From an optimization exercise on the open Yosys and OpenROAD flow, aimed at small area, a short achievable clock period and few clock cycles; shortcuts taken in it are not production practice. Function was checked by simulation only, so behaviour that the tests miss may differ from the original.

==> inputs of build 12 <==
==> flow/design.v (excerpt) <==
module mult(input clock, reset, nuke,
            input [63:0] mcand, mplier,
            input start,
            output [63:0] product,
            output done);
Settings: LEC_CHECK=0, ABC_AREA=1, CAP_MARGIN=20, CORE_MARGIN=2, CORE_UTILIZATION=55, SETUP_SLACK_MARGIN=2.0, SLEW_MARGIN=20, SYNTH_HIERARCHICAL=1; clock period 7.0 ns.
run.sh (not shown) runs the stock make flow with config.mk's settings and CLKGATE_MAP_FILE= SYNTH_SCRIPT=/design/flow/synth_recipe.tcl, a recipe that flattens the netlist after the stock synthesis.
==> inputs of trial 76, as changes to build 12 <==
--- a/flow/config.mk
+++ b/flow/config.mk
@@ -9,6 +9,6 @@
 export CAP_MARGIN = 20
 export CORE_MARGIN = 2
 export CORE_UTILIZATION = 55
-export SETUP_SLACK_MARGIN = 2.0
+export SETUP_SLACK_MARGIN = 3.0
 export SLEW_MARGIN = 20
 export SYNTH_HIERARCHICAL = 1
==> inputs of trial 29, as changes to build 12 <==
==> flow/flow/run.sh (new file) <==
#!/bin/bash
set -e
for cfg in config.mk "$FLOW_CONFIG"; do
  [ -n "$cfg" ] && [ -f "$cfg" ] || continue
  grep -q '^export BUFFER_PORTS_ARGS' "$cfg" && continue
  echo 'export BUFFER_PORTS_ARGS = -buffer_cell sky130_fd_sc_hd__buf_2' >> "$cfg"
done
bash standard.sh > standard.log 2>&1
==> flow/standard.sh (new file) <==
#!/bin/bash
# synth_recipe.tcl (not shown) runs the flow's synth.tcl, then flattens the netlist and writes it again
# the make line also repeats each setting of config.mk as NAME=value (left out here)
make -C /OpenROAD-flow-scripts/flow DESIGN_CONFIG=/design/flow/config.mk WORK_HOME=/design/flow/orfs CLKGATE_MAP_FILE= SYNTH_SCRIPT=/design/flow/synth_recipe.tcl "${@:-finish}"
--- a/flow/config.mk
+++ b/flow/config.mk
@@ -9,6 +9,7 @@
 export CAP_MARGIN = 20
 export CORE_MARGIN = 2
 export CORE_UTILIZATION = 55
-export SETUP_SLACK_MARGIN = 2.0
+export SETUP_SLACK_MARGIN = 3.0
 export SLEW_MARGIN = 20
 export SYNTH_HIERARCHICAL = 1
+export BUFFER_PORTS_ARGS = -buffer_cell sky130_fd_sc_hd__buf_2
removed: flow/run.sh
==> results.toml <==
[global_routing]
antenna_found_initial = 14

[outcome]
outcome = "timing/DRC/antenna clean"

[detailed_routing]
wl_met2_mm = 99.1

[worst_setup_path]
critPathKind = "register to register"
endpoint = "product_r[63]$_DFF_P_"

[layout]
seq_area_um2 = 8450
-- figures above: trial 76

==> results.toml <==
[worst_setup_path]
endpoint = "t0_s1861$_DFF_P_"
critPathKind = "input pin to register"

[outcome]
outcome = "timing/DRC/antenna clean"

[synthesis]
yosys.area_share.simple_pct = 7.12
synthFlopType = "dfxtp_1"

[layout]
seq_area_um2 = 8430
largest_reg_flops = 64

[sta]
fin_crit_ns = 5.09

[detailed_routing]
wl_met2_mm = 93.1
-- figures above: build 12

==> results.toml <==
[detailed_routing]
wl_met2_mm = 94.6

[worst_setup_path]
critPathKind = "register to register"
endpoint = "product_r[63]$_DFF_P_"

[global_routing]
antenna_found_initial = 2

[layout]
seq_area_um2 = 8430

[outcome]
outcome = "timing/DRC/antenna clean"
-- figures above: trial 29

Testbench counts of build 12, summed over its fixed seeds: cycles 3,376.
Testbench counts of trial 76, summed over its fixed seeds: cycles 3,376.
Testbench counts of trial 29, summed over its fixed seeds: cycles 3,376.

==> 08-12 <==
Starting RTL as in the previous note.
==> flow/design.v (excerpt) <==
module mult(input clock, reset, nuke,
            input [63:0] mcand, mplier,
            input start,
            output [63:0] product,
            output done);
clock: 7.0 ns
lec_check: 0
abc_area: 1
cap_margin: 20
core_margin: 2
core_utilization: 45
setup_slack_margin: 3.0
slew_margin: 20
synth_hierarchical: 1
Stock flow here: none of the scripts above is used.
==> 03-21 (differences from 08-12) <==
==> flow/flow/run.sh (new file) <==
#!/bin/bash
set -e
for cfg in config.mk "$FLOW_CONFIG"; do
  [ -n "$cfg" ] && [ -f "$cfg" ] || continue
  grep -q '^export BUFFER_PORTS_ARGS' "$cfg" && continue
  echo 'export BUFFER_PORTS_ARGS = -buffer_cell sky130_fd_sc_hd__buf_2' >> "$cfg"
done
bash standard.sh > standard.log 2>&1
==> flow/standard.sh (new file) <==
#!/bin/bash
# synth_recipe.tcl (not shown) runs the flow's synth.tcl, then flattens the netlist and writes it again
# the make line also repeats each setting of config.mk as NAME=value (left out here)
make -C /OpenROAD-flow-scripts/flow DESIGN_CONFIG=/design/flow/config.mk WORK_HOME=/design/flow/orfs CLKGATE_MAP_FILE= SYNTH_SCRIPT=/design/flow/synth_recipe.tcl "${@:-finish}"
--- a/flow/config.mk
+++ b/flow/config.mk
@@ -10,3 +10,3 @@
 export CORE_MARGIN = 2
-export CORE_UTILIZATION = 45
+export CORE_UTILIZATION = 60
 export SETUP_SLACK_MARGIN = 3.0
@@ -14 +14,2 @@
 export SYNTH_HIERARCHICAL = 1
+export BUFFER_PORTS_ARGS = -buffer_cell sky130_fd_sc_hd__buf_2
removed: flow/run.sh
==> 11-06 (differences from 08-12) <==
--- a/flow/config.mk
+++ b/flow/config.mk
@@ -10,4 +10,4 @@
 export CORE_MARGIN = 2
-export CORE_UTILIZATION = 45
-export SETUP_SLACK_MARGIN = 3.0
+export CORE_UTILIZATION = 55
+export SETUP_SLACK_MARGIN = 3.5
 export SLEW_MARGIN = 20
==> notes <==
- 08-12 produced a clean layout. 03-21 ran to the end with no violations. 11-06 died in global routing on GRT-0116.
- In sequential cell count, 03-21 and 08-12 do not differ.
- Of 03-21 and 08-12, 08-12 has the higher clock skew (gap 0.022 ns).
- Of 08-12 and 03-21, 08-12 has the higher worst hold slack (gap 0.0076 ns).
- Between 03-21 and 08-12, the lower sequential share of layout area is in 08-12 (gap 0.88 points).
- In synthesized cell count, 11-06 and 08-12 do not differ.
- Of 08-12 and 03-21, 03-21 has the higher utilization (gap 13 points).
- Register-to-register slack: 03-21 is higher than 08-12 (0.05 ns).
- In 08-12 the non-clock buffer count is higher than in 03-21, by 103.
Testbench counts of 08-12, summed over its fixed seeds: cycles 3,376.
Testbench counts of 03-21, summed over its fixed seeds: cycles 3,376.
Testbench counts of 11-06, summed over its fixed seeds: cycles 3,376.

[afterwards: timing with drivers on the ports]
No port has a modelled driver above. Below, the same layouts with a new extraction and two added sets of constraints.
Step 1 sets driving cells, clkbuf_16 on the clock port and buf_2 on the other inputs (assumed; they add their load-dependent delay and slew).
Step 2 times the ports against the registers' clock, not the clock port: input delays grow and output delays shrink by t, the midpoint of the rising clock arrivals with the driver on.
a / b / c = ideal ports / drivers / drivers and shift; a / b = the first two.
run | shift t [ns] | slack for setup (ns) | worst setup path at the end | clock arrival spread, ns | pins driven straight from the clock port
build 12 | 0.760 | 1.909 / 1.846 / 1.086 | input to register | 0.026 / 0.026 | 1
trial 76 | 0.778 | 2.771 / 2.771 / 2.092 | input to register | 0.036 / 0.036 | 1
trial 29 | 0.756 | 2.814 / 2.814 / 2.186 | input to register | 0.037 / 0.036 | 1
08-12 | 0.794 | 2.732 / 2.732 / 2.111 | input to register | 0.045 / 0.045 | 1
03-21 | 0.722 | 2.787 / 2.787 / 2.204 | input to register | 0.029 / 0.029 | 1
After both steps every run listed still meets setup and hold. For build 12, which loses most, drivers alone change the setup slack by -0.063 ns; drivers and shift together by -0.823 ns.
